Source: an optimization exercise on an open RTL-to-GDS flow (aim: small area). Production flows keep margins and buffers that such runs may drop. The RTL was checked by simulation tests, not by an equivalence proof against the original design. Power figures rest on the tool's default switching activity, not on a simulated workload.

`flow/flow/synth.tcl`:
```
# The standard flow's synthesis script (synth_recipe.tcl, in the folder above this one),
# with one change: ABC maps the combinational logic with an area-oriented
# script (abc_area.script beside this file) instead of ORFS's delay-oriented
# one.  The flip-flops, which dfflibmap maps before ABC runs, are untouched.
set my_abc_script [file join [file dirname [file normalize [info script]]] abc_area.script]
proc abc {args} {
  set i [lsearch -exact $args -script]
  if {$i >= 0} {
    lset args [expr {$i + 1}] $::my_abc_script
  }
  yosys abc {*}$args
}
source [file join [file dirname [file dirname [file normalize [info script]]]] synth_recipe.tcl]
```
`flow/standard.sh`:
```
#!/bin/bash
# synth_recipe.tcl (not shown) runs the flow's synth.tcl, then flattens the netlist and writes it again
# the make line also repeats each setting of config.mk as NAME=value (left out here)
make -C /OpenROAD-flow-scripts/flow DESIGN_CONFIG=/design/flow/config.mk WORK_HOME=/design/flow/orfs CLKGATE_MAP_FILE= SYNTH_SCRIPT=/design/flow/synth_recipe.tcl "${@:-finish}"
```
`flow/config.mk`:
```
export PLATFORM = sky130hd
export DESIGN_NAME = PIO
export DESIGN_NICKNAME = PIO
export VERILOG_FILES = /design/flow/design.v
export SDC_FILE = /design/flow/constraint.sdc
export NUM_CORES = 4
export LEC_CHECK = 0
export CAP_MARGIN = 20
export CORE_MARGIN = 2
export CORE_UTILIZATION = 40
export SLEW_MARGIN = 20
```
`flow/flow/run.sh`:
```
#!/bin/bash
# Standard ORFS layout (the standard.sh) with these changes:
#  - synthesis is the standard flow's own script with an area-oriented ABC script
#    (flow/synth.tcl, flow/abc_area.script); the flip-flops are the same;
#  - port buffers use sky130_fd_sc_hd__buf_1 (every port still gets its own buffer);
#  - clock tree: no dummy loads; clkbuf_16 root and trunk, clkbuf_4 leaf buffers
#    driving sink clusters of up to 9 flip-flops within 45 um.
# make's full output goes to flow_make.log; each ORFS step logs under orfs/logs/.
set -euo pipefail
WORK=$(pwd)
bash standard.sh \
  "SYNTH_SCRIPT=$WORK/flow/synth.tcl" \
  "BUFFER_PORTS_ARGS=-buffer_cell sky130_fd_sc_hd__buf_1" \
  "CTS_ARGS=-sink_clustering_enable -repair_clock_nets -dont_use_dummy_load -buf_list {sky130_fd_sc_hd__clkbuf_4 sky130_fd_sc_hd__clkbuf_16} -root_buf sky130_fd_sc_hd__clkbuf_16 -tree_buf sky130_fd_sc_hd__clkbuf_16 -sink_clustering_buffer sky130_fd_sc_hd__clkbuf_4 -sink_clustering_size 9 -sink_clustering_max_diameter 45" \
  finish > flow_make.log 2>&1 || { tail -50 flow_make.log; exit 1; }
tail -5 flow_make.log
```
`flow/design.v`:
```
`timescale 1ps/1ps
module PIO_TO_CTRL #(
  parameter TCQ = 1
) (
  input               clk,
  input               rst_n,
  input               req_compl,
  input               compl_done,
  input               cfg_to_turnoff,
  output  reg         cfg_turnoff_ok
  );
  reg                 trn_pending;
  always @ ( posedge clk ) begin
    if (!rst_n )
    begin
      trn_pending <= 0;
    end
    else
    begin
      if (!trn_pending && req_compl)
        trn_pending <= 1'b1;
      else if (compl_done)
        trn_pending <= 1'b0;
    end
  end
  always @ ( posedge clk ) begin
    if (!rst_n )
    begin
      cfg_turnoff_ok <= 1'b0;
    end
    else
    begin
      if ( cfg_to_turnoff  && !trn_pending)
        cfg_turnoff_ok <= 1'b1;
      else
        cfg_turnoff_ok <= 1'b0;
    end
  end
endmodule  
`default_nettype none
`timescale 1ps/1ps
module TX_MUX # (
	parameter C_DATA_WIDTH = 64,
	parameter TCQ = 1,
	parameter KEEP_WIDTH = C_DATA_WIDTH / 8
)(
	input wire clk,
	input wire sys_rst,
	input wire s_axis_tx_tready,
	output wire [C_DATA_WIDTH-1:0] s_axis_tx_tdata,
	output wire [KEEP_WIDTH-1:0] s_axis_tx_tkeep,
	output wire s_axis_tx_tlast,
	output wire s_axis_tx_tvalid,
	output wire tx_src_dsc,
	input wire s_axis_tx1_req,
	output reg s_axis_tx1_ack,
	output wire s_axis_tx1_tready,
	input wire [C_DATA_WIDTH-1:0] s_axis_tx1_tdata,
	input wire [KEEP_WIDTH-1:0] s_axis_tx1_tkeep,
	input wire s_axis_tx1_tlast,
	input wire s_axis_tx1_tvalid,
	input wire tx1_src_dsc,
	input wire s_axis_tx2_req,
	output reg s_axis_tx2_ack,
	output wire s_axis_tx2_tready,
	input wire [C_DATA_WIDTH-1:0] s_axis_tx2_tdata,
	input wire [KEEP_WIDTH-1:0] s_axis_tx2_tkeep,
	input wire s_axis_tx2_tlast,
	input wire s_axis_tx2_tvalid,
	input wire tx2_src_dsc
);
always @(posedge clk) begin
	if (sys_rst) begin
		s_axis_tx1_ack <= 1'b0;
		s_axis_tx2_ack <= 1'b0;
	end else begin
		case ({s_axis_tx2_ack, s_axis_tx1_ack})
		2'b00: begin
			if (s_axis_tx1_req)
				s_axis_tx1_ack <= 1'b1;
			else if (s_axis_tx2_req)
				s_axis_tx2_ack <= 1'b1;
			else begin
				s_axis_tx1_ack <= 1'b0;
				s_axis_tx2_ack <= 1'b0;
			end
		end
		2'b01: begin
			if (~s_axis_tx1_req) begin
				s_axis_tx1_ack <= 1'b0;
				if (s_axis_tx2_req)
					s_axis_tx2_ack <= 1'b1;
			end
		end
		2'b10: begin
			if (~s_axis_tx2_req) begin
				s_axis_tx2_ack <= 1'b0;
				if (s_axis_tx1_req)
					s_axis_tx1_ack <= 1'b1;
			end
		end
		2'b11: begin
		end
		endcase
	end
end
assign s_axis_tx1_tready= s_axis_tx_tready & s_axis_tx1_ack;
assign s_axis_tx2_tready= s_axis_tx_tready & s_axis_tx2_ack;
assign s_axis_tx_tdata  = s_axis_tx2_tdata | (s_axis_tx1_tdata & {C_DATA_WIDTH{s_axis_tx1_tvalid & ~s_axis_tx2_ack}});
assign s_axis_tx_tkeep  = s_axis_tx2_ack ? s_axis_tx2_tkeep:  s_axis_tx1_tkeep;
assign s_axis_tx_tlast  = s_axis_tx2_ack ? s_axis_tx2_tlast:  s_axis_tx1_tlast;
assign s_axis_tx_tvalid = s_axis_tx2_ack ? s_axis_tx2_tvalid: s_axis_tx1_tvalid;
assign tx_src_dsc       = s_axis_tx2_ack ? tx2_src_dsc:       tx1_src_dsc;
endmodule  
`default_nettype wire
`default_nettype none
`timescale 1ps/1ps
module PIO_EP_MEM_ACCESS  #(
	parameter TCQ = 1
) (
	input wire clk,
	input wire sys_rst,
	output wire soft_reset,
	input wire        rd_bar0,      
	input wire  [5:0] rd_idx,       
	output wire [31:0] rd_data,
	input wire  [2:0] wr_tgt,       
	input wire  [3:0] wr_be,
	input wire [31:0] wr_data,
	input wire        wr_en,
	output reg  [2:0] dma_testmode,
	output reg [31:2] dma_addrl,
	output reg [15:0] dma_addrh,
	output reg [31:2] dma_length,
	output reg [31:0] dma_para,
	input wire        st_valid,
	input wire [11:0] dma_tx_pps,
	input wire [19:0] dma_tx_dw,
	input wire [11:0] dma_rx_pps,
	input wire [21:0] dma_rx_dw,
	input wire  [2:0] debug_valid,
	input wire [31:0] debug1,
	input wire [31:0] debug2,
	input wire [31:0] debug3,
	input wire [15:0] debug4,
	input wire        user_lnk_up,
	input wire [15:0] cfg_command,
	input wire [15:0] cfg_dcommand,
	input wire [15:0] cfg_lcommand,
	output reg  [1:0] pl_directed_link_change,
	output reg  [1:0] pl_directed_link_width,
	output reg        pl_directed_link_speed,
	output wire       pl_directed_link_auton,
	input wire        pl_directed_change_done,
	input wire        pl_sel_lnk_rate,
	input wire  [1:0] pl_sel_lnk_width,
	input wire  [5:0] pl_ltssm_state
);
reg [31:0] read_data;
reg req_link_change;
reg req_link_speed;
reg [1:0] req_link_width;
function [15:0] size_bytes;
	input [2:0] code;
	case (code)
	3'b000: size_bytes = 16'd128;
	3'b001: size_bytes = 16'd256;
	3'b010: size_bytes = 16'd512;
	3'b011: size_bytes = 16'd1024;
	3'b100: size_bytes = 16'd2048;
	3'b101: size_bytes = 16'd4096;
	default: size_bytes = 16'd0;
	endcase
endfunction
wire nr = ~sys_rst;
wire s00 = (rd_idx == 6'h00) & nr;
wire s01 = (rd_idx == 6'h01) & nr;
wire s02 = (rd_idx == 6'h02) & nr;
wire s03 = (rd_idx == 6'h03) & nr;
wire s04 = (rd_idx == 6'h04) & nr;
wire s05 = (rd_idx == 6'h05) & nr;
wire s06 = (rd_idx == 6'h06) & nr;
wire s08 = (rd_idx == 6'h08) & st_valid & nr;
wire s09 = (rd_idx == 6'h09) & st_valid & nr;
wire s0a = (rd_idx == 6'h0a) & st_valid & nr;
wire s0b = (rd_idx == 6'h0b) & st_valid & nr;
wire s10 = (rd_idx == 6'h10) & debug_valid[0] & nr;
wire s11 = (rd_idx == 6'h11) & debug_valid[1] & nr;
wire s12 = (rd_idx == 6'h12) & debug_valid[2] & nr;
wire s13 = (rd_idx == 6'h13) & nr;
wire [31:0] rd_mux =
	({32{s00}} & {3'h0, pl_sel_lnk_rate, 2'h0, pl_sel_lnk_width, 21'h0, dma_testmode}) |
	({32{s01}} & dma_para) |
	({32{s02}} & {cfg_command, cfg_lcommand}) |
	({32{s03}} & {size_bytes(cfg_dcommand[7:5]), size_bytes(cfg_dcommand[14:12])}) |
	({32{s04}} & {16'h0, dma_addrh}) |
	({32{s05}} & {dma_addrl, 2'b00}) |
	({32{s06}} & {dma_length, 2'b00}) |
	({32{s08}} & {20'h0, dma_tx_pps}) |
	({32{s09}} & {12'h0, dma_tx_dw}) |
	({32{s0a}} & {20'h0, dma_rx_pps}) |
	({32{s0b}} & {10'h0, dma_rx_dw}) |
	({32{s10}} & debug1) |
	({32{s11}} & debug2) |
	({32{s12}} & debug3) |
	({32{s13}} & {16'h0, debug4});
wire [31:0] wd = wr_data & {32{nr}};
wire we0 = wr_en && (wr_tgt == 3'd1);
wire we1 = wr_en && (wr_tgt == 3'd2);
wire we4 = wr_en && (wr_tgt == 3'd3);
wire we5 = wr_en && (wr_tgt == 3'd4);
wire we6 = wr_en && (wr_tgt == 3'd5);
always @(posedge clk) begin
	if (sys_rst | rd_bar0)
		read_data <= rd_mux;
	req_link_change <= we0 & wr_be[0] & nr;
	if (sys_rst | (we0 & wr_be[0])) begin
		req_link_speed <= wd[28];
		req_link_width <= wd[25:24];
	end
	if (sys_rst | (we0 & wr_be[3])) dma_testmode <= wd[2:0];
	if (sys_rst | (we1 & wr_be[0])) dma_para[31:24] <= wd[31:24];
	if (sys_rst | (we1 & wr_be[1])) dma_para[23:16] <= wd[23:16] | {3'b000, sys_rst, 1'b0, sys_rst, sys_rst, 1'b0};
	if (sys_rst | (we1 & wr_be[2])) dma_para[15: 8] <= wd[15:8] | {4'b0000, sys_rst, 1'b0, sys_rst, 1'b0};
	if (sys_rst | (we1 & wr_be[3])) dma_para[ 7: 0] <= wd[7:0] | {3'b000, sys_rst, 4'b0000};
	if (sys_rst | (we4 & wr_be[2])) dma_addrh[15: 8] <= wd[15:8];
	if (sys_rst | (we4 & wr_be[3])) dma_addrh[ 7: 0] <= wd[7:0] | {6'b000000, sys_rst, 1'b0};
	if (sys_rst | (we5 & wr_be[0])) dma_addrl[31:24] <= wd[31:24];
	if (sys_rst | (we5 & wr_be[1])) dma_addrl[23:16] <= wd[23:16];
	if (sys_rst | (we5 & wr_be[2])) dma_addrl[15: 8] <= wd[15:8];
	if (sys_rst | (we5 & wr_be[3])) dma_addrl[ 7: 2] <= wd[7:2];
	if (sys_rst | (we6 & wr_be[0])) dma_length[31:24] <= wd[31:24];
	if (sys_rst | (we6 & wr_be[1])) dma_length[23:16] <= wd[23:16];
	if (sys_rst | (we6 & wr_be[2])) dma_length[15: 8] <= wd[15:8];
	if (sys_rst | (we6 & wr_be[3])) dma_length[ 7: 2] <= wd[7:2];
end
localparam LC_IDLE  = 2'b00;
localparam LC_WAIT  = 2'b01;
localparam LC_WAIT2 = 2'b10;
reg [1:0] lc_state;
always @(posedge clk) begin
	if (sys_rst) begin
		lc_state <= LC_IDLE;
		pl_directed_link_change <= 2'b00;
		pl_directed_link_speed <= 1'b0;
		pl_directed_link_width <= 2'b00;
	end else begin
		case (lc_state)
		LC_IDLE: begin
			if (req_link_change && ((req_link_speed != pl_sel_lnk_rate) || (req_link_width != pl_sel_lnk_width)))
				lc_state <= LC_WAIT;
		end
		LC_WAIT: begin
			if (user_lnk_up && pl_ltssm_state == 6'h16) begin
				if (req_link_speed != pl_sel_lnk_rate) begin
					pl_directed_link_change[1] <= 1'b1;
					pl_directed_link_speed <= req_link_speed;
				end
				if (req_link_width != pl_sel_lnk_width) begin
					pl_directed_link_change[0] <= 1'b1;
					pl_directed_link_width <= req_link_width;
				end
				lc_state <= LC_WAIT2;
			end
		end
		LC_WAIT2: begin
			if (pl_directed_change_done || !user_lnk_up) begin
				pl_directed_link_change <= 2'b00;
				pl_directed_link_speed <= 1'b0;
				pl_directed_link_width <= 2'b00;
				lc_state <= LC_IDLE;
			end
		end
		default: ;
		endcase
	end
end
assign pl_directed_link_auton = 1'b0;
assign soft_reset = req_link_change;
assign rd_data = rd_bar0 ? read_data : 32'h0;
endmodule
`default_nettype wire
`timescale 1ps/1ps
module PIO_RX_ENGINE  #(
  parameter TCQ = 1,
  parameter C_DATA_WIDTH = 64,
  parameter KEEP_WIDTH = C_DATA_WIDTH / 8
) (
  input                         clk,
  input                         rst_n,
  input  [C_DATA_WIDTH-1:0]     m_axis_rx_tdata,
  input                         m_axis_rx_tvalid,
  input    [21:0]               m_axis_rx_tuser,
  output reg         req_compl,
  output reg         req_compl_wd,
  input              compl_done,
  output reg [2:0]   req_tc,
  output reg         req_td,
  output reg         req_ep,
  output reg [1:0]   req_attr,
  output reg [9:0]   req_len,
  output reg [15:0]  req_rid,
  output reg [7:0]   req_tag,
  output reg [3:0]   req_be,
  output reg         req_bar0,       
  output reg [5:0]   req_idx,        
  output reg [2:0]   wr_tgt,         
  output reg [3:0]   wr_be,
  output reg [31:0]  wr_data,
  output reg         wr_en
);
  localparam S_RST   = 3'd0;
  localparam S_RD    = 3'd1;    
  localparam S_WR32  = 3'd2;    
  localparam S_WR64  = 3'd3;    
  localparam S_DW3   = 3'd4;    
  localparam S_WAITW = 3'd5;    
  localparam S_WAITR = 3'd6;    
  localparam S_WAITS = 3'd7;    
  localparam T_NONE = 3'd0;
  localparam T_R00  = 3'd1;
  localparam T_R01  = 3'd2;
  localparam T_R04  = 3'd3;
  localparam T_R05  = 3'd4;
  localparam T_R06  = 3'd5;
  reg [2:0] state;
  reg       stuck;
  reg       rx_ready;
  wire sof_present = m_axis_rx_tuser[14];
  wire sof_mid     = m_axis_rx_tuser[13];
  wire bar0 = m_axis_rx_tuser[2] & ~m_axis_rx_tuser[4] & ~m_axis_rx_tuser[8];
  wire [63:0] hdr = sof_mid ? m_axis_rx_tdata[127:64] : m_axis_rx_tdata[63:0];
  wire [6:0]  fmt_type = hdr[30:24];
  wire        fmt_b7   = hdr[31];
  wire [9:0]  len      = hdr[9:0];
  wire        len1     = (len == 10'd1);
  wire        lennz    = (len != 10'd0);
  wire is_rd32 = (fmt_type == 7'b00_00000);
  wire is_wr32 = (fmt_type == 7'b10_00000);
  wire is_rd64 = (fmt_type == 7'b01_00000);
  wire is_wr64 = (fmt_type == 7'b11_00000);
  wire is_iord = (fmt_type == 7'b00_00010);
  wire is_iowr = (fmt_type == 7'b10_00010);
  function [2:0] tgt;
    input       b0;
    input [5:0] idx;
    begin
      if (!b0)
        tgt = T_NONE;
      else case (idx)
        6'h00: tgt = T_R00;
        6'h01: tgt = T_R01;
        6'h04: tgt = T_R04;
        6'h05: tgt = T_R05;
        6'h06: tgt = T_R06;
        default: tgt = T_NONE;
      endcase
    end
  endfunction
  wire sop = m_axis_rx_tvalid && rx_ready && sof_present;
  wire ld_rd_mid  = sof_mid && (((is_rd32 || is_rd64) && lennz) || (is_iord && len1));
  wire ld_rd_rt   = !sof_mid && (is_rd32 || is_rd64 || is_iord) && len1;
  wire ld_io      = is_iowr && len1;
  wire ld_wbe     = (is_wr32 || is_wr64 || is_iowr) && len1;
  always @(posedge clk) begin
    if (sop) begin
      req_len <= len;
      if (ld_rd_mid || ld_rd_rt || ld_io) begin
        req_tc   <= hdr[22:20];
        req_td   <= hdr[15];
        req_ep   <= hdr[14];
        req_attr <= hdr[13:12];
        req_rid  <= hdr[63:48];
        req_tag  <= hdr[47:40];
      end
      if (ld_wbe)
        wr_be <= hdr[35:32];
      stuck <= fmt_b7;
    end
    if (sop && !sof_mid && (is_wr32 || is_iowr)) begin
      wr_data <= m_axis_rx_tdata[127:96];
    end else if (state == S_WR32) begin
      wr_data <= m_axis_rx_tdata[63:32];
    end else if (state == S_WR64) begin
      wr_data <= m_axis_rx_tdata[95:64];
    end else begin
      wr_data <= m_axis_rx_tdata[31:0];
    end
    if (sop && !sof_mid)
      wr_tgt <= tgt(bar0, m_axis_rx_tdata[71:66]);
    else if (state == S_WR32 || state == S_WR64)
      wr_tgt <= tgt(bar0, m_axis_rx_tdata[7:2]);
  end
  always @(posedge clk) begin
    if (!rst_n) begin
      rx_ready     <= 1'b0;
      req_compl    <= 1'b0;
      req_compl_wd <= 1'b1;
      req_be       <= 4'b0;
      req_bar0     <= 1'b0;
      req_idx      <= 6'b0;
      wr_en        <= 1'b0;
      state        <= S_RST;
    end else begin
      wr_en        <= 1'b0;
      req_compl    <= 1'b0;
      case (state)
        S_RST: begin
          rx_ready     <= 1'b1;
          req_compl_wd <= 1'b1;
          if (sop) begin
            rx_ready <= 1'b0;
            if (sof_mid) begin
              if (ld_rd_mid)
                req_be <= hdr[35:32];
              if (ld_rd_mid)
                state <= S_RD;
              else if ((is_wr32 || is_iowr) && len1)
                state <= S_WR32;
              else if (is_wr64 && len1)
                state <= S_WR64;
            end else begin
              if (ld_rd_rt) begin
                req_be    <= hdr[35:32];
                req_bar0  <= bar0;
                req_idx   <= m_axis_rx_tdata[71:66];
                req_compl <= 1'b1;
                state     <= fmt_b7 ? S_WAITS : S_WAITR;
              end else if ((is_wr32 || is_iowr) && len1) begin
                wr_en     <= 1'b1;
                if (is_iowr) begin
                  req_compl    <= 1'b1;
                  req_compl_wd <= 1'b0;
                end
                state     <= fmt_b7 ? S_WAITS : S_WAITW;
              end else if (is_wr64) begin
                if (len1)
                  state <= S_DW3;
                else
                  state <= fmt_b7 ? S_WAITS : S_WAITW;
              end
            end
          end
        end
        S_RD: if (m_axis_rx_tvalid) begin
          req_bar0     <= bar0;
          req_idx      <= m_axis_rx_tdata[7:2];
          req_compl    <= 1'b1;
          req_compl_wd <= 1'b1;
          state        <= stuck ? S_WAITS : S_WAITR;
        end
        S_WR32, S_WR64, S_DW3: if (m_axis_rx_tvalid) begin
          wr_en <= 1'b1;
          state <= stuck ? S_WAITS : S_WAITW;
        end
        S_WAITW: begin
          rx_ready <= 1'b1;
          state    <= S_RST;
        end
        S_WAITR: if (compl_done) begin
          rx_ready <= 1'b1;
          state    <= S_RST;
        end
        default: ;
      endcase
    end
  end
endmodule  
`default_nettype none
`timescale 1ps/1ps
module PIO_TX_ENGINE    #(
  parameter C_DATA_WIDTH = 64,
  parameter TCQ = 1,
  parameter KEEP_WIDTH = C_DATA_WIDTH / 8
)(
  input wire        clk,
  input wire        rst_n,
  output  reg                     s_axis_tx_req,
  input wire                      s_axis_tx_ack,
  input wire                      s_axis_tx_tready,
  output  reg [C_DATA_WIDTH-1:0]  s_axis_tx_tdata,    
  output  wire [KEEP_WIDTH-1:0]   s_axis_tx_tkeep,
  output  wire                    s_axis_tx_tlast,
  output  reg                     s_axis_tx_tvalid,
  output wire                     tx_src_dsc,
  input wire                      req_compl,
  input wire                      req_compl_wd,
  output wire                     compl_done,
  input wire [2:0]                req_tc,
  input wire                      req_td,
  input wire                      req_ep,
  input wire [1:0]                req_attr,
  input wire [9:0]                req_len,
  input wire [15:0]               req_rid,
  input wire [7:0]                req_tag,
  input wire [3:0]                req_be,
  input wire [4:0]                req_addr,      
  input wire [31:0]               rd_data,
  input wire [15:0]               completer_id
);
localparam PIO_CPLD_FMT_TYPE      = 7'b10_01010;
localparam PIO_CPL_FMT_TYPE       = 7'b00_01010;
  reg [3:0]   rd_be;
  reg [11:0]  byte_count;
  reg [6:0]   lower_addr;
  reg         req_compl_q, req_compl_wd_q;
  reg         req_compl_q2, req_compl_wd_q2;
  reg         hold_state;
  reg         keep_hi, keep_lo;
  assign tx_src_dsc = 1'b0;
  always @(posedge clk)
    rd_be <= req_be;
  always @ (rd_be) begin
    casex (rd_be[3:0])
      4'b1xx1 : byte_count = 12'h004;
      4'b01x1 : byte_count = 12'h003;
      4'b1x10 : byte_count = 12'h003;
      4'b0011 : byte_count = 12'h002;
      4'b0110 : byte_count = 12'h002;
      4'b1100 : byte_count = 12'h002;
      4'b0001 : byte_count = 12'h001;
      4'b0010 : byte_count = 12'h001;
      4'b0100 : byte_count = 12'h001;
      4'b1000 : byte_count = 12'h001;
      4'b0000 : byte_count = 12'h001;
      default : byte_count = 12'h001;
    endcase
  end
  always @ (rd_be or req_addr or req_compl_wd_q2) begin
    casex ({req_compl_wd_q2, rd_be[3:0]})
       5'b1_0000 : lower_addr = {req_addr[4:0], 2'b00};
       5'b1_xxx1 : lower_addr = {req_addr[4:0], 2'b00};
       5'b1_xx10 : lower_addr = {req_addr[4:0], 2'b01};
       5'b1_x100 : lower_addr = {req_addr[4:0], 2'b10};
       5'b1_1000 : lower_addr = {req_addr[4:0], 2'b11};
       default   : lower_addr = 7'h0;
    endcase
  end
  always @ ( posedge clk ) begin
    if (!rst_n) begin
      req_compl_q     <= 1'b0;
      req_compl_wd_q  <= 1'b1;
      req_compl_q2    <= 1'b0;
      req_compl_wd_q2 <= 1'b0;
    end else begin
      req_compl_q     <= req_compl;
      req_compl_wd_q  <= req_compl_wd;
      req_compl_q2    <= req_compl_q;
      req_compl_wd_q2 <= req_compl_wd_q;
    end
  end
  wire pending = req_compl_q2 | hold_state;
  wire send    = pending & s_axis_tx_tready & s_axis_tx_ack;
  always @ ( posedge clk ) begin
    if (send)
      s_axis_tx_tdata <= {
                          rd_data,                   
                          req_rid,                   
                          req_tag,                   
                          {1'b0},                    
                          lower_addr,                
                          completer_id,              
                          {3'b0},                    
                          {1'b0},                    
                          byte_count,                
                          {1'b0},                    
                          (req_compl_wd_q2 ?
                          PIO_CPLD_FMT_TYPE :
                          PIO_CPL_FMT_TYPE),         
                          {1'b0},                    
                          req_tc,                    
                          {4'b0},                    
                          req_td,                    
                          req_ep,                    
                          req_attr,                  
                          {2'b0},                    
                          req_len                    
                          };
  end
  always @ ( posedge clk ) begin
    if (!rst_n) begin
      s_axis_tx_tvalid  <= 1'b0;
      keep_hi           <= 1'b0;
      keep_lo           <= 1'b0;
      s_axis_tx_req     <= 1'b0;
      hold_state        <= 1'b0;
    end else if (pending) begin
      if (send) begin
        s_axis_tx_tvalid  <= 1'b1;
        keep_hi           <= req_compl_wd_q2;
        keep_lo           <= 1'b1;
        hold_state        <= 1'b0;
        s_axis_tx_req     <= 1'b0;
      end else begin
        hold_state        <= 1'b1;
        s_axis_tx_req     <= 1'b1;
      end
    end else begin
      s_axis_tx_tvalid  <= 1'b0;
      keep_hi           <= 1'b1;
      keep_lo           <= 1'b1;
    end
  end
  assign s_axis_tx_tlast = s_axis_tx_tvalid;
  assign compl_done      = s_axis_tx_tvalid;
  assign s_axis_tx_tkeep = {{4{keep_hi}}, {12{keep_lo}}};
endmodule  
`default_nettype wire
`default_nettype none
`timescale 1ps/1ps
module PIO_DMATEST # (
	parameter C_DATA_WIDTH = 64,
	parameter TCQ = 1,
	parameter KEEP_WIDTH = C_DATA_WIDTH / 8
)(
	input wire clk,
	input wire sys_rst,
	input wire soft_reset,
	input wire s_axis_other_req,
	output reg s_axis_tx_req,
	input wire s_axis_tx_ack,
	input wire s_axis_tx_tready,
	output wire [C_DATA_WIDTH-1:0] s_axis_tx_tdata,
	output wire [KEEP_WIDTH-1:0] s_axis_tx_tkeep,
	output wire s_axis_tx_tlast,
	output wire s_axis_tx_tvalid,
	output wire tx_src_dsc,
	input wire [15:0] cfg_completer_id,
	input wire [C_DATA_WIDTH-1:0] m_axis_rx_tdata,
	input wire [KEEP_WIDTH-1:0] m_axis_rx_tkeep,
	input wire m_axis_rx_tlast,
	input wire m_axis_rx_tvalid,
	input wire [21:0] m_axis_rx_tuser,
	input wire [15:0] cfg_command,
	input wire [15:0] cfg_dcommand,
	input wire [15:0] cfg_lcommand,
	input wire [15:0] cfg_dcommand2,
	input wire  [2:0] dma_testmode,
	input wire [31:2] dma_addrl,
	input wire [15:0] dma_addrh,
	input wire [31:2] dma_length,
	input wire [31:0] dma_para,
	output reg        st_valid,
	output wire [11:0] dma_tx_pps,
	output wire [19:0] dma_tx_dw,
	output wire [11:0] dma_rx_pps,
	output wire [21:0] dma_rx_dw,
	output reg  [2:0] debug_valid,
	output reg [31:0] debug1,
	output reg [31:0] debug2,
	output reg [31:0] debug3,
	output wire [15:0] debug4
);
wire sof_present = m_axis_rx_tuser[14];
reg oneshot_1sec;
reg [11:0] lfsr_1sec;
wire lfsr_end = (lfsr_1sec == 12'he9d);
always @(posedge clk) begin
	if (sys_rst) begin
		lfsr_1sec <= 12'h001;
		oneshot_1sec <= 1'b0;
	end else begin
		oneshot_1sec <= lfsr_end;
		if (lfsr_end)
			lfsr_1sec <= 12'h001;
		else
			lfsr_1sec <= {lfsr_1sec[10:0], lfsr_1sec[11] ^ lfsr_1sec[10] ^ lfsr_1sec[9] ^ lfsr_1sec[3]};
	end
end
localparam TLP_TX_IDLE      = 2'd0;
localparam TLP_TX_WRITE     = 2'd1;
localparam TLP_TX_READ      = 2'd2;
localparam TLP_TX_READWAIT  = 2'd3;
localparam K_ZERO = 3'd0;
localparam K_W1   = 3'd1;
localparam K_W2   = 3'd2;
localparam K_W3   = 3'd3;
localparam K_W4   = 3'd4;
localparam K_WH   = 3'd5;	 
localparam K_RH   = 3'd6;	 
reg [1:0] tx_state;
reg rw_wait;
reg [15:0] tlp_tx_count;
reg [11:0] tlp_tx_pps;
reg [19:0] tlp_tx_dw;
reg [11:0] tlp_rx_pps;
reg [21:0] tlp_rx_dw;
reg [11:0] st_tx_pps;
reg [19:0] st_tx_dw;
reg [11:0] st_rx_pps;
reg [21:0] st_rx_dw;
reg [31:2] dma_addr;
reg [31:2] dma_len;
reg [7:0] tlp_tx_tag;
reg [7:0] tlp_rx_tag;
wire tx_done;
reg rx_done;
reg [15:0] tlp_remain;
reg [15:0] debug4_r;
reg [2:0]  kind;
reg [31:0] b_hi;	 
reg [15:0] b_ah;	 
reg [15:0] b_cid;	 
reg [7:0]  b_tag;	 
reg [7:0]  b_len;	 
wire read_fire = (tlp_tx_count == {8'h00, dma_para[15:8]});
wire read_send = read_fire && (tlp_remain <= dma_para[31:16]);
wire go_on = s_axis_tx_tready && !s_axis_other_req;
wire in_idle  = (tx_state == TLP_TX_IDLE);
wire in_write = (tx_state == TLP_TX_WRITE);
wire in_read  = (tx_state == TLP_TX_READ);
wire w4       = in_write && (tlp_tx_count[2:0] == 3'd4);    
wire rsend    = in_read && read_send;                       
wire adv      = w4 || rsend;                                
wire idle_go  = in_idle && !rw_wait && dma_testmode != 3'h0 && s_axis_other_req == 1'b0;
wire reload   = (idle_go && dma_addr == 30'h0) || (adv && dma_len == 30'h00);
wire cnt_clr  = in_idle || (tx_state == TLP_TX_READWAIT) || (w4 && go_on) || (in_read && read_fire);
wire [7:0] adv_len = adv ? dma_para[7:0] : 8'h00;
always @(posedge clk) begin
	if (sys_rst) begin
		s_axis_tx_req <= 1'b0;
		kind <= K_ZERO;
		tx_state <= TLP_TX_IDLE;
		rw_wait <= 1'b0;
	end else begin
		rw_wait <= 1'b0;
		kind <= K_ZERO;
		case (tx_state)
		TLP_TX_IDLE: begin
			if (rw_wait) begin
			end else if (idle_go) begin
				s_axis_tx_req <= 1'b1;
				if (s_axis_tx_ack && s_axis_tx_tready) begin
					if (dma_testmode == 3'b001)
						tx_state <= TLP_TX_WRITE;
					else if (dma_testmode[1])
						tx_state <= TLP_TX_READ;
					else if (dma_testmode[2])
						rw_wait <= 1'b1;
				end
			end else
				s_axis_tx_req <= 1'b0;
		end
		TLP_TX_WRITE: begin
			case (tlp_tx_count[2:0])
			3'd0: kind <= K_WH;
			3'd1: kind <= K_W1;
			3'd2: kind <= K_W2;
			3'd3: kind <= K_W3;
			3'd4: kind <= K_W4;
			default: begin
				s_axis_tx_req <= 1'b0;
				tx_state <= TLP_TX_IDLE;
			end
			endcase
		end
		TLP_TX_READ: begin
			if (read_fire) begin
				if (read_send) begin
					kind <= K_RH;
					if (go_on && dma_testmode[0])
						tx_state <= TLP_TX_READWAIT;
				end
				if (!go_on) begin
					s_axis_tx_req <= 1'b0;
					tx_state <= TLP_TX_IDLE;
				end
			end
		end
		TLP_TX_READWAIT: begin
			if (!go_on) begin
				s_axis_tx_req <= 1'b0;
				tx_state <= TLP_TX_IDLE;
			end else if (rx_done)
				tx_state <= TLP_TX_READ;
		end
		endcase
	end
end
always @(posedge clk) begin
	tlp_tx_count <= cnt_clr ? 16'h0 : tlp_tx_count + 16'h1;
	dma_len      <= reload ? dma_length : dma_len - {22'h00, adv_len};
	if (sys_rst) begin
		dma_addr   <= 30'h0;
		tlp_tx_tag <= 8'h0;
		tlp_rx_tag <= 8'h0;
	end else begin
		dma_addr   <= reload ? dma_addrl : dma_addr + {22'h00, adv_len};
		tlp_tx_tag <= tlp_tx_tag + {7'h00, w4};
		tlp_rx_tag <= tlp_rx_tag + {7'h00, rsend};
	end
	if (sys_rst || oneshot_1sec) begin
		tlp_tx_pps <= 12'h0;
		tlp_tx_dw  <= 20'h0;
	end else begin
		tlp_tx_pps <= tlp_tx_pps + {11'h000, adv};
		tlp_tx_dw  <= tlp_tx_dw + {12'h000, rsend ? dma_para[7:0] : 8'h00};
	end
end
always @(posedge clk) begin
	if (tx_state == TLP_TX_WRITE && tlp_tx_count[2:0] == 3'd1)
		b_hi <= {20'h0, tlp_tx_pps};
	else
		b_hi <= {dma_addr, 2'b00};
	b_ah <= dma_addrh;
	b_cid <= cfg_completer_id;
	b_tag <= (tx_state == TLP_TX_WRITE) ? tlp_tx_tag : tlp_rx_tag;
	b_len <= dma_para[7:0];
end
wire k_wh = (kind == K_WH) & s_axis_tx_ack;
wire k_rh = (kind == K_RH) & s_axis_tx_ack;
wire k_h  = k_wh | k_rh;
wire k_w1 = (kind == K_W1) & s_axis_tx_ack;
wire k_w2 = (kind == K_W2) & s_axis_tx_ack;
wire k_w3 = (kind == K_W3) & s_axis_tx_ack;
wire k_w4 = (kind == K_W4) & s_axis_tx_ack;
assign s_axis_tx_tvalid = (kind != K_ZERO);
assign s_axis_tx_tlast  = (kind == K_W4) | (kind == K_RH);
assign s_axis_tx_tkeep  = {KEEP_WIDTH{s_axis_tx_tvalid}};
assign s_axis_tx_tdata  =
	({128{k_h}}  & {b_hi, 16'h0, b_ah, b_cid, b_tag, 8'hFF, 8'h00, 8'h00, 8'h00, b_len}) |
	({128{k_wh}} & 128'h00000000_00000000_00000000_60000000) |
	({128{k_rh}} & 128'h00000000_00000000_00000000_20000000) |
	({128{k_w1}} & {b_hi, 96'hFFFF0000_FFFFFFFF_55D50040}) |
	({128{k_w2}} & 128'h0A5AC0A8_00004011_002E0000_08004500) |
	({128{k_w3}} & 128'hCC00CC00_001A0000_02660D5E_0165C0A8) |
	({128{k_w4}} & 128'h40414243_3C3D3E3F_38393A3B_34353637);
assign tx_src_dsc = 1'b0;
assign tx_done = (kind == K_W4) | (kind == K_RH);
wire cpld = m_axis_rx_tuser[13] ? (m_axis_rx_tdata[94:88] == 7'b1001010)
                                : (m_axis_rx_tdata[30:24] == 7'b1001010);
wire rx_hit = m_axis_rx_tvalid && sof_present && cpld;
wire [9:0] rx_len = m_axis_rx_tuser[13] ? m_axis_rx_tdata[73:64] : m_axis_rx_tdata[9:0];
always @(posedge clk) begin
	if (sys_rst) begin
		rx_done <= 1'b0;
		debug_valid <= 3'b000;
	end else begin
		rx_done <= rx_hit;
		if (rx_hit) begin
			if (tlp_rx_pps == 12'd0) debug_valid[0] <= 1'b1;
			if (tlp_rx_pps == 12'd1) debug_valid[1] <= 1'b1;
			if (tlp_rx_pps == 12'd2) debug_valid[2] <= 1'b1;
		end
	end
	if (sys_rst || oneshot_1sec) begin
		tlp_rx_pps <= 12'h0;
		tlp_rx_dw <= 22'h0;
	end else begin
		tlp_rx_pps <= tlp_rx_pps + {11'h000, rx_hit};
		tlp_rx_dw <= tlp_rx_dw + {12'h000, rx_hit ? rx_len : 10'h000};
	end
end
always @(posedge clk) begin
	if (oneshot_1sec) begin
		st_tx_pps <= tlp_tx_pps;
		st_tx_dw <= tlp_tx_dw;
		st_rx_pps <= tlp_rx_pps;
		st_rx_dw <= tlp_rx_dw;
	end
	if (rx_hit && tlp_rx_pps == 12'd0) debug1 <= m_axis_rx_tdata[127:96];
	if (rx_hit && tlp_rx_pps == 12'd1) debug2 <= m_axis_rx_tdata[127:96];
	if (rx_hit && tlp_rx_pps == 12'd2) debug3 <= m_axis_rx_tdata[127:96];
end
always @(posedge clk) begin
	if (sys_rst)
		st_valid <= 1'b0;
	else if (oneshot_1sec)
		st_valid <= 1'b1;
end
wire rem_inc = tx_done && !rx_done;
wire rem_dec = !tx_done && rx_done;
always @(posedge clk) begin
	if (sys_rst || soft_reset) begin
		tlp_remain <= 16'd0;
		if (sys_rst)
			debug4_r <= 16'h0;
	end else begin
		debug4_r <= tlp_remain;
		tlp_remain <= tlp_remain + {{15{rem_dec}}, rem_inc | rem_dec};
	end
end
assign dma_tx_pps = st_tx_pps;
assign dma_tx_dw  = st_tx_dw;
assign dma_rx_pps = st_rx_pps;
assign dma_rx_dw  = st_rx_dw;
assign debug4     = debug4_r;
endmodule
`default_nettype wire
`timescale 1ps/1ps
module PIO_EP #(
  parameter C_DATA_WIDTH = 64,	     
  parameter KEEP_WIDTH = C_DATA_WIDTH / 8,	       
  parameter TCQ	= 1
) (
  input			 sys_rst,
  input			 clk,
  input			 rst_n,
  input                  user_lnk_up,
  output  [1:0]                 pl_directed_link_change,
  output  [1:0]                 pl_directed_link_width,
  output                        pl_directed_link_speed,
  output                        pl_directed_link_auton,
  input                         pl_directed_change_done,
  input                         pl_sel_lnk_rate,
  input [1:0]                   pl_sel_lnk_width,
  input [5:0]                   pl_ltssm_state,
  input			 s_axis_tx_tready,
  output  [C_DATA_WIDTH-1:0]    s_axis_tx_tdata,
  output  [KEEP_WIDTH-1:0]      s_axis_tx_tkeep,
  output			s_axis_tx_tlast,
  output			s_axis_tx_tvalid,
  output			tx_src_dsc,
  input   [C_DATA_WIDTH-1:0]    m_axis_rx_tdata,
  input   [KEEP_WIDTH-1:0]      m_axis_rx_tkeep,
  input			 m_axis_rx_tlast,
  input			 m_axis_rx_tvalid,
  output			m_axis_rx_tready,
  input   [21:0]		m_axis_rx_tuser,
  output			req_compl,
  output			compl_done,
  input   [15:0]		cfg_completer_id,
  input [15:0]                  cfg_command,
  input [15:0]                  cfg_dcommand,
  input [15:0]                  cfg_lcommand,
  input [15:0]                  cfg_dcommand2,
	input [3:0] dipsw,
	output [7:0] led
);
    wire  [13:0]      rd_addr;
    wire  [3:0]       rd_be;
    wire  [31:0]      rd_data;
    wire  [2:0]       wr_tgt;
    wire  [3:0]       wr_be;
    wire  [31:0]      wr_data;
    wire	      wr_en;
    wire	      wr_busy;
    wire	      req_compl_int;
    wire	      req_compl_wd;
    wire	      compl_done_int;
    wire  [2:0]       req_tc;
    wire	      req_td;
    wire	      req_ep;
    wire  [1:0]       req_attr;
    wire  [9:0]       req_len;
    wire  [15:0]      req_rid;
    wire  [7:0]       req_tag;
    wire  [3:0]       req_be;
    wire              req_bar0;
    wire  [5:0]       req_idx;
    wire  [15:0]      req_addr = {1'b0, req_bar0, 6'b0, req_idx, 2'b00};
    wire              m_axis_rx_tready1;
    assign m_axis_rx_tready = 1'b1;  
wire  [2:0] dma_testmode;
wire [31:2] dma_addrl;
wire [15:0] dma_addrh;
wire [31:2] dma_length;
wire [31:0] dma_para;
wire        st_valid;
wire [11:0] dma_tx_pps;
wire [19:0] dma_tx_dw;
wire [11:0] dma_rx_pps;
wire [21:0] dma_rx_dw;
wire  [2:0] debug_valid;
wire soft_reset;
wire [7:0] debug = 8'h00;
wire [31:0] debug1, debug2, debug3;
wire [15:0] debug4;
    PIO_EP_MEM_ACCESS  #(
       .TCQ( TCQ )
       ) EP_MEM_inst (
      .sys_rst(sys_rst),
      .clk(clk),
      .soft_reset(soft_reset),
      .rd_bar0(req_bar0),
      .rd_idx(req_idx),
      .rd_data(rd_data),
      .wr_tgt(wr_tgt),
      .wr_be(wr_be),
      .wr_data(wr_data),
      .wr_en(wr_en),
      .dma_testmode(dma_testmode),
      .dma_addrl(dma_addrl),
      .dma_addrh(dma_addrh),
      .dma_length(dma_length),
      .dma_para(dma_para),
      .st_valid(st_valid),
      .dma_tx_pps(dma_tx_pps),
      .dma_tx_dw(dma_tx_dw),
      .dma_rx_pps(dma_rx_pps),
      .dma_rx_dw(dma_rx_dw),
      .debug_valid(debug_valid),
      .debug1(debug1),
      .debug2(debug2),
      .debug3(debug3),
      .debug4(debug4),
      .user_lnk_up(user_lnk_up),
      .cfg_command( cfg_command ),
      .cfg_dcommand( cfg_dcommand ),
      .cfg_lcommand( cfg_lcommand ),
      .pl_directed_link_auton( pl_directed_link_auton ),
      .pl_directed_link_change( pl_directed_link_change ),
      .pl_directed_link_speed( pl_directed_link_speed ),
      .pl_directed_link_width( pl_directed_link_width ),
      .pl_directed_change_done( pl_directed_change_done ),
      .pl_sel_lnk_rate ( pl_sel_lnk_rate ),
      .pl_sel_lnk_width ( pl_sel_lnk_width ),
      .pl_ltssm_state ( pl_ltssm_state )
      );
  PIO_RX_ENGINE #(
    .C_DATA_WIDTH( C_DATA_WIDTH ),
    .KEEP_WIDTH( KEEP_WIDTH ),
    .TCQ( TCQ )
  ) EP_RX_inst (
    .clk(clk),
    .rst_n(rst_n),
    .m_axis_rx_tdata( m_axis_rx_tdata ),
    .m_axis_rx_tvalid( m_axis_rx_tvalid ),
    .m_axis_rx_tuser ( m_axis_rx_tuser ),
    .req_compl(req_compl_int),
    .req_compl_wd(req_compl_wd),
    .compl_done(compl_done_int),
    .req_tc(req_tc),
    .req_td(req_td),
    .req_ep(req_ep),
    .req_attr(req_attr),
    .req_len(req_len),
    .req_rid(req_rid),
    .req_tag(req_tag),
    .req_be(req_be),
    .req_bar0(req_bar0),
    .req_idx(req_idx),
    .wr_tgt(wr_tgt),
    .wr_be(wr_be),
    .wr_data(wr_data),
    .wr_en(wr_en)
  );
wire s_axis_tx1_req, s_axis_tx2_req;
wire s_axis_tx1_ack, s_axis_tx2_ack;
wire s_axis_tx1_tready, s_axis_tx2_tready;
wire [C_DATA_WIDTH-1:0] s_axis_tx1_tdata, s_axis_tx2_tdata;
wire [KEEP_WIDTH-1:0] s_axis_tx1_tkeep, s_axis_tx2_tkeep;
wire s_axis_tx1_tlast, s_axis_tx2_tlast;
wire s_axis_tx1_tvalid, s_axis_tx2_tvalid;
wire tx1_src_dsc, tx2_src_dsc;
TX_MUX # (
	.C_DATA_WIDTH( C_DATA_WIDTH ),
	.KEEP_WIDTH( KEEP_WIDTH ),
	.TCQ( TCQ )
) TXMUX_inst (
	.clk(clk),
	.sys_rst(sys_rst),
	.s_axis_tx_tready(s_axis_tx_tready),
	.s_axis_tx_tdata(s_axis_tx_tdata),
	.s_axis_tx_tkeep(s_axis_tx_tkeep),
	.s_axis_tx_tlast(s_axis_tx_tlast),
	.s_axis_tx_tvalid(s_axis_tx_tvalid),
	.tx_src_dsc(tx_src_dsc),
	.s_axis_tx1_req(s_axis_tx1_req),
	.s_axis_tx1_ack(s_axis_tx1_ack),
	.s_axis_tx1_tready(s_axis_tx1_tready),
	.s_axis_tx1_tdata(s_axis_tx1_tdata),
	.s_axis_tx1_tkeep(s_axis_tx1_tkeep),
	.s_axis_tx1_tlast(s_axis_tx1_tlast),
	.s_axis_tx1_tvalid(s_axis_tx1_tvalid),
	.tx1_src_dsc(tx1_src_dsc),
	.s_axis_tx2_req(s_axis_tx2_req),
	.s_axis_tx2_ack(s_axis_tx2_ack),
	.s_axis_tx2_tready(s_axis_tx2_tready),
	.s_axis_tx2_tdata(s_axis_tx2_tdata),
	.s_axis_tx2_tkeep(s_axis_tx2_tkeep),
	.s_axis_tx2_tlast(s_axis_tx2_tlast),
	.s_axis_tx2_tvalid(s_axis_tx2_tvalid),
	.tx2_src_dsc(tx2_src_dsc)
);
  PIO_TX_ENGINE #(
    .C_DATA_WIDTH( C_DATA_WIDTH ),
    .KEEP_WIDTH( KEEP_WIDTH ),
    .TCQ( TCQ )
  )EP_TX_inst(
    .clk(clk),				   
    .rst_n(rst_n),			       
    .s_axis_tx_req(s_axis_tx1_req),
    .s_axis_tx_ack(s_axis_tx1_ack),
    .s_axis_tx_tready( s_axis_tx1_tready ),       
    .s_axis_tx_tdata( s_axis_tx1_tdata ),	 
    .s_axis_tx_tkeep( s_axis_tx1_tkeep ),	 
    .s_axis_tx_tlast( s_axis_tx1_tlast ),	 
    .s_axis_tx_tvalid( s_axis_tx1_tvalid ),       
    .tx_src_dsc( tx1_src_dsc ),		   
    .req_compl(req_compl_int),		 
    .req_compl_wd(req_compl_wd),	       
    .compl_done(compl_done_int),		 
    .req_tc(req_tc),			   
    .req_td(req_td),			   
    .req_ep(req_ep),			   
    .req_attr(req_attr),		       
    .req_len(req_len),			 
    .req_rid(req_rid),			 
    .req_tag(req_tag),			 
    .req_be(req_be),			   
    .req_addr(req_idx[4:0]),
    .rd_data(rd_data),			 
    .completer_id(cfg_completer_id)	    
    );
PIO_DMATEST # (
	.C_DATA_WIDTH( C_DATA_WIDTH ),
	.KEEP_WIDTH( KEEP_WIDTH ),
	.TCQ( TCQ )
) PIO_DMATEST_inst (
	.clk(clk),
	.sys_rst(sys_rst),
        .soft_reset(soft_reset),
	.s_axis_other_req(s_axis_tx1_req),
	.s_axis_tx_req(s_axis_tx2_req),
	.s_axis_tx_ack(s_axis_tx2_ack),
	.s_axis_tx_tready( s_axis_tx2_tready ),       
	.s_axis_tx_tdata( s_axis_tx2_tdata ),	 
	.s_axis_tx_tkeep( s_axis_tx2_tkeep ),	 
	.s_axis_tx_tlast( s_axis_tx2_tlast ),	 
	.s_axis_tx_tvalid( s_axis_tx2_tvalid ),       
	.tx_src_dsc( tx2_src_dsc ),		   
	.cfg_completer_id(cfg_completer_id),    
	.m_axis_rx_tdata( m_axis_rx_tdata ),     
	.m_axis_rx_tkeep( m_axis_rx_tkeep ),     
	.m_axis_rx_tlast( m_axis_rx_tlast ),     
	.m_axis_rx_tvalid( m_axis_rx_tvalid ),   
	.m_axis_rx_tuser ( m_axis_rx_tuser ),    
        .cfg_command( cfg_command ),
        .cfg_dcommand( cfg_dcommand ),
        .cfg_lcommand( cfg_lcommand ),
        .cfg_dcommand2( cfg_dcommand2 ),
	.dma_testmode(dma_testmode),
	.dma_addrl(dma_addrl),
	.dma_addrh(dma_addrh),
	.dma_length(dma_length),
	.dma_para(dma_para),
	.st_valid(st_valid),
	.dma_tx_pps(dma_tx_pps),
	.dma_tx_dw(dma_tx_dw),
	.dma_rx_pps(dma_rx_pps),
	.dma_rx_dw(dma_rx_dw),
	.debug_valid(debug_valid),
	.debug1(debug1),
	.debug2(debug2),
	.debug3(debug3),
	.debug4(debug4)
);
assign led = debug;
assign req_compl  = req_compl_int;
assign compl_done = compl_done_int;
endmodule  
`timescale 1ps/1ps
module PIO #(
  parameter C_DATA_WIDTH = 128,             
  parameter KEEP_WIDTH = C_DATA_WIDTH / 8,               
  parameter TCQ        = 1
)(
  input                         sys_rst,
  input                         user_clk,
  input                         user_reset,
  input                         user_lnk_up,
  output  [1:0]                 pl_directed_link_change,
  output  [1:0]                 pl_directed_link_width,
  output                        pl_directed_link_speed,
  output                        pl_directed_link_auton,
  input                         pl_directed_change_done,
  input                         pl_sel_lnk_rate,
  input [1:0]                   pl_sel_lnk_width,
  input [5:0]                   pl_ltssm_state,
  input                         s_axis_tx_tready,
  output  [C_DATA_WIDTH-1:0]    s_axis_tx_tdata,
  output  [KEEP_WIDTH-1:0]      s_axis_tx_tkeep,
  output                        s_axis_tx_tlast,
  output                        s_axis_tx_tvalid,
  output                        tx_src_dsc,
  input  [C_DATA_WIDTH-1:0]     m_axis_rx_tdata,
  input  [KEEP_WIDTH-1:0]       m_axis_rx_tkeep,
  input                         m_axis_rx_tlast,
  input                         m_axis_rx_tvalid,
  output                        m_axis_rx_tready,
  input    [21:0]               m_axis_rx_tuser,
  input                         cfg_to_turnoff,
  output                        cfg_turnoff_ok,
  input [15:0]                  cfg_completer_id,
  input [15:0]                  cfg_command,
  input [15:0]                  cfg_dcommand,
  input [15:0]                  cfg_lcommand,
  input [15:0]                  cfg_dcommand2,
	input [3:0] dipsw,
	output [7:0] led
);  
  wire          req_compl;
  wire          compl_done;
  reg           pio_reset_n;
  always @(posedge user_clk) begin
    if (user_reset)
        pio_reset_n <= 1'b0;
    else
        pio_reset_n <= user_lnk_up;
  end
  PIO_EP  #(
    .C_DATA_WIDTH( C_DATA_WIDTH ),
    .KEEP_WIDTH( KEEP_WIDTH ),
    .TCQ( TCQ )
  ) PIO_EP_inst (
    .sys_rst( sys_rst ),
    .clk( user_clk ),                              
    .rst_n( pio_reset_n ),                         
    .user_lnk_up( user_lnk_up ),
    .pl_directed_link_change( pl_directed_link_change ),
    .pl_directed_link_width( pl_directed_link_width ),
    .pl_directed_link_speed( pl_directed_link_speed ),
    .pl_directed_link_auton( pl_directed_link_auton ),
    .pl_directed_change_done ( pl_directed_change_done ),
    .pl_sel_lnk_rate ( pl_sel_lnk_rate ),
    .pl_sel_lnk_width ( pl_sel_lnk_width ),
    .pl_ltssm_state ( pl_ltssm_state ),
    .s_axis_tx_tready( s_axis_tx_tready ),         
    .s_axis_tx_tdata( s_axis_tx_tdata ),           
    .s_axis_tx_tkeep( s_axis_tx_tkeep ),           
    .s_axis_tx_tlast( s_axis_tx_tlast ),           
    .s_axis_tx_tvalid( s_axis_tx_tvalid ),         
    .tx_src_dsc( tx_src_dsc ),                     
    .m_axis_rx_tdata( m_axis_rx_tdata ),           
    .m_axis_rx_tkeep( m_axis_rx_tkeep ),           
    .m_axis_rx_tlast( m_axis_rx_tlast ),           
    .m_axis_rx_tvalid( m_axis_rx_tvalid ),         
    .m_axis_rx_tready( m_axis_rx_tready ),         
    .m_axis_rx_tuser ( m_axis_rx_tuser ),          
    .req_compl(req_compl),                         
    .compl_done(compl_done),                       
    .cfg_completer_id ( cfg_completer_id ),         
    .cfg_command( cfg_command ),
    .cfg_dcommand( cfg_dcommand ),
    .cfg_lcommand( cfg_lcommand ),
    .cfg_dcommand2( cfg_dcommand2 ),
	.dipsw(dipsw),
	.led(led)
  );
  PIO_TO_CTRL #(
    .TCQ( TCQ )
  ) PIO_TO_inst  (
    .clk( user_clk ),                        
    .rst_n( pio_reset_n ),                   
    .req_compl( req_compl ),                 
    .compl_done( compl_done ),               
    .cfg_to_turnoff( cfg_to_turnoff ),       
    .cfg_turnoff_ok( cfg_turnoff_ok )        
  );
endmodule  
```
`flow/constraint.sdc`:
```
create_clock -name core_clock -period 8.0 [get_ports {user_clk}]
set_input_delay 1.6000 -clock core_clock [delete_from_list [all_inputs] [get_ports {user_clk}]]
set_output_delay 1.6000 -clock core_clock [all_outputs]
set_load 0.01 [all_outputs]
```
`flow/flow/abc_area.script`:
```
&get -n
&st
&deepsyn -T 60
&dc2
&dch -f
&nf -R 1000 -p -F 8 -A 4
&put
```
==> flow_summary.yaml, run 1 <==
clocking:
  worst_setup_hold_path_clk_slew_ps: 110
  max-clock-path-buffers: 3
  clock-sinks: 827
  clock_tree_from_tritoncts: "built"
  cts_bufs_inserted: 116
  ctsHtreeMaxLevel: 3
  clock_latency_ps: 640
  hold_buffers: 0
  root_buffer: "sky130_fd_sc_hd__clkbuf_16"
synth:
  yosysWarnings: 7
  post_synth_instance_area_mm2: 0.0337
  syn_area_per_cell_um2: 12.2
  ys_ff_latch: 827
  post_synth_inst_count: 2757
  synth.distinct_cells: 64
  synth-async-reset-ratio_pct: 0
  dominantRegCellSynth: "sky130_fd_sc_hd__edfxtp_1"
  synth_sequential_area_ratio_pct: 63.1
  number_of_synthesized_flops_with_an_enable_pin: 473
timing:
  final_period_minus_worst_setup_slack_ps: 7220
  slew_headroom_pct: 21.9
  rsz_0062_raised_after_global_routing: "false"
  finClkSkew_ps: 79.5
  final_min_period_over_clock_period_pct: 90.2
  finalWorstSetupSlack_ps: 781
  finalSetupViolCount: 0
  worst_pin_slew_ps: 1160
  timing.fmax_mhz: 139
  worst_hold_slack_ps: 334
  setup_total_negative_slack_ps: 0
  report.final.slew_viol_count: 0
  endpoints_failing_hold: 0
worst_setup_path:
  worst-r2r-cell-count: 40
  r2r_end: "PIO_EP_inst.PIO_DMATEST_inst.dma_len[31]"
  path_class: "reg -> reg"
  worst_setup_path_startpoint: "PIO_EP_inst.EP_MEM_inst.dma_para[18]"
  critPathSlowestCell: "sky130_fd_sc_hd__or4_1"
  critPathTopFamily: "simple AND/OR/NAND/NOR gates"
  path_max_fanout: 4
  endpoint_kind: "flip-flop"
  r2r_slack_ps: 780
  critical_path_depth: 40
  worst-endpoint-arrival_ps: 7730
  critPathRequiredTime_ps: 8510
  critical-path-top-cell-by-count: "sky130_fd_sc_hd__nand2_1"
  timing.critical_path.buf_inv: 3
  cp-start-kind: "flip-flop"
  source_of_the_worst_register_to_register_timing_path: "PIO_EP_inst.EP_MEM_inst.dma_para[18]"
  cp_endpoint: "PIO_EP_inst.PIO_DMATEST_inst.dma_len[31]"
  longest_individual_stage_delay_on_the_worst_path_ps: 430
global_route:
  number_of_antenna_violations_at_the_first_check_in_global_routing: 9
  number_of_global_route_vias_before_repair: 23900
  globalRouteTotalUtil_pct: 25.8
  grt_max_degree: 70
  global_route_wire_length_before_repair_um: 162000
  grt-ovfl-total: 0
routing:
  detail_route.wl_per_cell_um: 26.2
  1st_iter_drt_viols: 3031
  postRouteAntennaNets: 0
  first_pass_iters: 9
  routed-via-count: 25400
  finalWirelength_um: 114000
  number_of_design_rule_violations_left_after_detail_routing: 0
  detail_route.vias_per_cell: 5.83
pwr:
  totalPowerFinal_mw: 8.84
  worst_ir_drop_vdd_mv: 0.207
  power_per_cell_area_mw_per_mm2: 233
  power.leakage_nw: 14.0
placement:
  dpl_cell_area_mm2: 0.0369
  finalWeightedCongestion: 0.903
  placedCellCount: 4238
  dp_slack_ps: 646
  port_buffers: 351
  hpwl_um: 83300
finish:
  total_number_of_nets_in_the_final_design: 3640
  final_core_utilization_pct: 45.4
  layout-drive-gt1-share_pct: 6.69
  final-instance-count-excl-fill: 4358
  stdcell_area_mm2: 0.0380
  area.growth.synth_to_final_pct: 12.5
floorplan:
  die_height_um: 294
  die_width_um: 294
  design.die.area_mm2: 0.0867
  initial_util_pct: 40.4
  row_count: 106
  design.core.area_mm2: 0.0836
  design.portCount: 431
worst_hold_path:
  hold_class: "reg -> reg"
run:
  maxCapViolCount: 0
status:
  result_of_the_run: "complete, no violations"
-- logic make-up (layout without fill, tap and decap cells) --
logic type / after synthesis / count (layout) / synth area share (%)
muxes: 65 / 65 / 2.13
adders and majority gates: 96 / 96 / 3.67
other: 2 / 19 / 0.0223
buffers and inverters: 114 / 618 / 1.64
and+or+nand+nor: 932 / 932 / 14.2
xor gates and xnor gates: 41 / 41 / 1.06
DFF: 827 / 827 / 63.1
AOI/OAI and AO/OA: 680 / 680 / 14.2
-- routing by layer --
layer / up-vias / part of all wire, % / track usage (%)
met5: - / 0.025 / 0
met4: 4 / 3.1 / 8.30
met3: 202 / 9.5 / 5.35
met2: 1270 / 46 / 41.3
met1: 12400 / 41 / 35.0
li1: 11600 / - / -
-- cells in the mapped netlist (12+ instances only) --
cell type	count	share of area (%)
sky130_fd_sc_hd__edfxtp_1	473	42
sky130_fd_sc_hd__dfxtp_1	354	21
sky130_fd_sc_hd__nand2_1	195	2.2
sky130_fd_sc_hd__nor2_1	172	1.9
sky130_fd_sc_hd__a21oi_1	152	2.3
sky130_fd_sc_hd__and2_0	128	2.4
sky130_fd_sc_hd__o21ai_0	124	1.8
sky130_fd_sc_hd__nor3_1	103	1.5
sky130_fd_sc_hd__ha_1	91	3.4
sky130_fd_sc_hd__clkinv_1	81	0.90
sky130_fd_sc_hd__nor2b_1	78	1.4
sky130_fd_sc_hd__a222oi_1	76	2.3
sky130_fd_sc_hd__and3_1	64	1.2
sky130_fd_sc_hd__a21o_1	61	1.4
sky130_fd_sc_hd__mux2_1	54	1.8
sky130_fd_sc_hd__nand3_1	50	0.74
sky130_fd_sc_hd__a221o_1	49	1.5
sky130_fd_sc_hd__nand2b_1	43	0.80
sky130_fd_sc_hd__a22o_1	38	0.99
sky130_fd_sc_hd__buf_4	33	0.73
sky130_fd_sc_hd__o31ai_1	30	0.67
sky130_fd_sc_hd__xnor2_1	29	0.75
sky130_fd_sc_hd__a31oi_1	26	0.48
sky130_fd_sc_hd__o22ai_1	24	0.45
sky130_fd_sc_hd__a22oi_1	23	0.51
sky130_fd_sc_hd__nor4_1	22	0.41
sky130_fd_sc_hd__or2_0	21	0.39
sky130_fd_sc_hd__and4_1	18	0.47
sky130_fd_sc_hd__nand4_1	16	0.30
sky130_fd_sc_hd__o21a_1	14	0.31
sky130_fd_sc_hd__a221oi_1	13	0.34
sky130_fd_sc_hd__xor2_1	12	0.31
-- final cells by class --
cell class                 instances  area (µm²)
fill                            7828       45600
tap                             1080        1350
antenna                            4        10.0
inverter                          81         304
timing repair buffer             421        1850
clock buffer                     116        1030
multi-input combinational       1829       12100
sequential                       827       21300
-- how the worst min path moves through the flow --
stage	startpoint	to	slack, ps	cells past startpoint
floorplan	PIO_EP_inst.EP_RX_inst.req_be[0]	PIO_EP_inst.EP_TX_inst.rd_be[0]	320	0
global placement	PIO_EP_inst.EP_RX_inst.req_be[3]	PIO_EP_inst.EP_TX_inst.rd_be[3]	330	0
detailed placement	PIO_EP_inst.EP_RX_inst.req_be[3]	PIO_EP_inst.EP_TX_inst.rd_be[3]	330	0
CTS	PIO_EP_inst.EP_RX_inst.req_be[0]	PIO_EP_inst.EP_TX_inst.rd_be[0]	340	0
global route	PIO_EP_inst.EP_RX_inst.req_be[0]	PIO_EP_inst.EP_TX_inst.rd_be[0]	350	0
finish	PIO_EP_inst.EP_RX_inst.req_be[0]	PIO_EP_inst.EP_TX_inst.rd_be[0]	330	0
-- worst register-to-register path: cells and delay by family, from the launching register on --
family | cells | cell delay (ps)
simple gates | 21 | 3640
fa+ha+maj | 2 | 620
buf+inv | 3 | 440
flops | 1 | 390
xor+xnor | 1 | 130
compound gates | 13 | 1880
-- power breakdown --
part	leakage, nW	switching (mW)	internal (mW)
sequential	7.30	0.247	4.78
combinational	6.05	1.03	0.572
clock	0.603	1.38	0.824
total	14.0	2.66	6.18
-- layout by cell type (no fill, tap or decap), types with 50 or more instances in the layout --
cell and n:
sky130_fd_sc_hd__clkbuf_4 109, sky130_fd_sc_hd__dfxtp_1 353, sky130_fd_sc_hd__nand3_1 50, sky130_fd_sc_hd__nand2_1 195
sky130_fd_sc_hd__clkinv_1 81, sky130_fd_sc_hd__and3_1 64, sky130_fd_sc_hd__a222oi_1 76, sky130_fd_sc_hd__nor2_1 161
sky130_fd_sc_hd__a21o_1 61, sky130_fd_sc_hd__o21ai_0 122, sky130_fd_sc_hd__and2_0 127, sky130_fd_sc_hd__ha_1 91
sky130_fd_sc_hd__nor2b_1 74, sky130_fd_sc_hd__a21oi_1 151, sky130_fd_sc_hd__buf_1 349, sky130_fd_sc_hd__buf_4 70
sky130_fd_sc_hd__mux2_1 54, sky130_fd_sc_hd__nor3_1 95, sky130_fd_sc_hd__edfxtp_1 473
-- state kept, by name, indices dropped and copies added, names as in the netlist, 20 cells and up --
| register | cells |
|---|---|
| PIO_EP_inst.PIO_DMATEST_inst.st_tx_dw | 20 |
| PIO_EP_inst.PIO_DMATEST_inst.debug1 | 32 |
| PIO_EP_inst.EP_RX_inst.wr_data | 32 |
| PIO_EP_inst.EP_MEM_inst.dma_para | 32 |
| PIO_EP_inst.PIO_DMATEST_inst.dma_addr | 30 |
| PIO_EP_inst.PIO_DMATEST_inst.tlp_rx_dw | 22 |
| PIO_EP_inst.PIO_DMATEST_inst.tlp_tx_dw | 20 |
| PIO_EP_inst.EP_MEM_inst.dma_length | 30 |
| PIO_EP_inst.EP_MEM_inst.read_data | 32 |
| PIO_EP_inst.PIO_DMATEST_inst.b_hi | 32 |
| PIO_EP_inst.PIO_DMATEST_inst.dma_len | 30 |
| PIO_EP_inst.PIO_DMATEST_inst.debug2 | 32 |
| PIO_EP_inst.PIO_DMATEST_inst.debug3 | 32 |
| PIO_EP_inst.PIO_DMATEST_inst.st_rx_dw | 22 |
| PIO_EP_inst.EP_MEM_inst.dma_addrl | 30 |
| PIO_EP_inst.EP_TX_inst.s_axis_tx_tdata | 100 |
-- timing repair --
action / 4_1_cts / 5_1_grt
resized for setup: 0 / 1
setup endpoints to repair: 0 / 1
buffers inserted: 0 / 0
==> run 2, diff against run 1 <==
==> flow/flow/abc_area.script (replaced) <==
&get -n
&st
&deepsyn -T 150
&dc2
&dch -f
&nf -R 1000 -p -F 8 -A 4
&put
==> run 2 against run 1 <==
Net effect:
- still clean on timing, DRC and antenna
- total power stayed put
- utilization stayed put
- clock skew stayed put
- non-clock buffer count stayed put
- critical path type unchanged
- largest cell class unchanged
- highest routed layer unchanged
==> flow_summary.yaml, run 2 <==
routing:
  postRouteAntennaNets: 0
  detail_route.wl_per_cell_um: 26.2
  detail_route.vias_per_cell: 5.83
  1st_iter_drt_viols: 3031
  finalWirelength_um: 114000
worst_setup_path:
  cp-start-kind: "flip-flop"
  path_class: "reg -> reg"
  endpoint_kind: "flip-flop"
  critPathRequiredTime_ps: 8510
  path_max_fanout: 4
  critical-path-top-cell-by-count: "sky130_fd_sc_hd__nand2_1"
  worst-endpoint-arrival_ps: 7730
  longest_individual_stage_delay_on_the_worst_path_ps: 430
timing:
  final_period_minus_worst_setup_slack_ps: 7220
  report.final.slew_viol_count: 0
  finClkSkew_ps: 79.5
  setup_total_negative_slack_ps: 0
  worst_pin_slew_ps: 1160
  worst_hold_slack_ps: 334
  rsz_0062_raised_after_global_routing: "false"
  finalSetupViolCount: 0
  timing.fmax_mhz: 139
  final_min_period_over_clock_period_pct: 90.2
  endpoints_failing_hold: 0
placement:
  hpwl_um: 83300
  finalWeightedCongestion: 0.903
finish:
  total_number_of_nets_in_the_final_design: 3640
  area.growth.synth_to_final_pct: 12.5
  layout-drive-gt1-share_pct: 6.69
  mostFrequentLayoutCells: "sky130_fd_sc_hd__edfxtp_1 (473), sky130_fd_sc_hd__dfxtp_1 (353), sky130_fd_sc_hd__buf_1 (349)"
  most_common_cell_after_layout_fill_and_taps_aside: "sky130_fd_sc_hd__edfxtp_1"
  largest_register_ffs: 100
  n_fill_cell: 7828
synth:
  number_of_synthesized_flops_with_an_enable_pin: 473
  syn_area_per_cell_um2: 12.2
  yosysWarnings: 7
  synth-async-reset-ratio_pct: 0
  synth_most_common_cell: "sky130_fd_sc_hd__edfxtp_1"
  post_synth_main_area_contributors: "sky130_fd_sc_hd__edfxtp_1 (42%), sky130_fd_sc_hd__dfxtp_1 (21%), sky130_fd_sc_hd__ha_1 (3.4%)"
  synth.distinct_cells: 64
  synth_sequential_area_ratio_pct: 63.1
  ys_ff_latch: 827
  dominantRegCellSynth: "sky130_fd_sc_hd__edfxtp_1"
  post_synth_inst_count: 2757
  post_synth_instance_area_mm2: 0.0337
clocking:
  clock_tree_from_tritoncts: "built"
  max-clock-path-buffers: 3
  cts_bufs_inserted: 116
  cts_setup_buffers: 0
  clock-sinks: 827
  worst_setup_hold_path_clk_slew_ps: 110
  root_buffer: "sky130_fd_sc_hd__clkbuf_16"
  clock_latency_ps: 640
  cts.repair.resized: 0
pwr:
  worst_ir_drop_vdd_mv: 0.207
  power_per_cell_area_mw_per_mm2: 233
  totalPowerFinal_mw: 8.84
floorplan:
  initial_util_pct: 40.4
  design.die.area_mm2: 0.0867
  die_height_um: 294
  die_width_um: 294
  design.portCount: 431
  row_count: 106
global_route:
  globalRouteTotalUtil_pct: 25.8
  global_route_wire_length_before_repair_um: 162000
  grt_max_degree: 70
  grt-ovfl-total: 0
  number_of_global_route_vias_before_repair: 23900
status:
  result_of_the_run: "complete, no violations"
run:
  maxCapViolCount: 0
worst_hold_path:
  hold_class: "reg -> reg"
==> run 2: cell counts in the layout (fill, tap and decap cells not counted) <==
No cell type changed its count.
==> run 2: cell type report <==
cell class                      count  area (µm²)  share of cell area, %
Antenna cell                        4        10.0                 0.0264
Clock buffer                      116        1030                   2.71
Inverter                           81         304                  0.801
Multi-Input combinational cell   1829       12100                   31.9
Sequential cell                   827       21300                   56.1
Tap cell                         1080        1350                   3.56
Timing Repair Buffer              421        1850                   4.88
==> run 2: path summary, 6_finish.rpt <==
| kind | from | end | slack (ps) | cells past startpoint |
|---|---|---|---|---|
| worst max-delay path | PIO_EP_inst.EP_MEM_inst.dma_para[18] | PIO_EP_inst.PIO_DMATEST_inst.dma_len[31] | 780 | 40 |
| worst min-delay path | PIO_EP_inst.EP_RX_inst.req_be[0] | PIO_EP_inst.EP_TX_inst.rd_be[0] | 330 | 0 |
| worst max register to register | PIO_EP_inst.EP_MEM_inst.dma_para[18] | PIO_EP_inst.PIO_DMATEST_inst.dma_len[31] | 780 | 40 |
| worst min register to register | PIO_EP_inst.EP_RX_inst.req_be[0] | PIO_EP_inst.EP_TX_inst.rd_be[0] | 330 | 0 |
==> run 2: per-layer routing <==
metal | track usage, % | routed length [µm]
met1 | 35.0 | 47100
met2 | 41.3 | 52900
met3 | 5.35 | 10800
met4 | 8.30 | 3510
met5 | 0 | 29
==> run 2: power breakdown <==
| group | switching [mW] | leakage, nW | internal [mW] | total [mW] |
|---|---|---|---|---|
| logic | 1.03 | 6.05 | 0.572 | 1.60 |
| clock network | 1.38 | 0.603 | 0.824 | 2.21 |
| registers | 0.247 | 7.30 | 4.78 | 5.03 |
| total | 2.66 | 14.0 | 6.18 | 8.84 |
==> run 2: metrics by stage <==
step / utilization, % / worst slack (ps) / instances / area, µm²
4_1_cts: 45.4 / 722 / 4354 / 37900
5_1_grt: 45.4 / 123 / 4357 / 38000
6_report: 45.4 / 781 / 4358 / 38000
3_3_place_gp: 44.2 / 734 / 4238 / 36900
2_1_floorplan: - / 618 / 2770 / 33800
3_5_place_dp: 44.2 / 646 / 4238 / 36900
==> run 2: logic make-up (layout without fill, tap and decap cells) <==
kind of cell,count (synthesis),count (layout),synth area share (%)
flops,827,827,63.1
fa+ha+maj,96,96,3.67
buf+inv,114,618,1.64
mux,65,65,2.13
compound gates,680,680,14.2
simple gates,932,932,14.2
xor+xnor,41,41,1.06
other cells,2,19,0.0223
==> run 2: critical path: cells and delay by family, from the launching register on <==
kind	cells	cell delay [ps]
and+or+nand+nor	21	3600
adders and majority gates	2	620
buffers and inverters	3	440
DFF	1	390
xor gates and xnor gates	1	130
AOI/OAI and AO/OA	13	1880
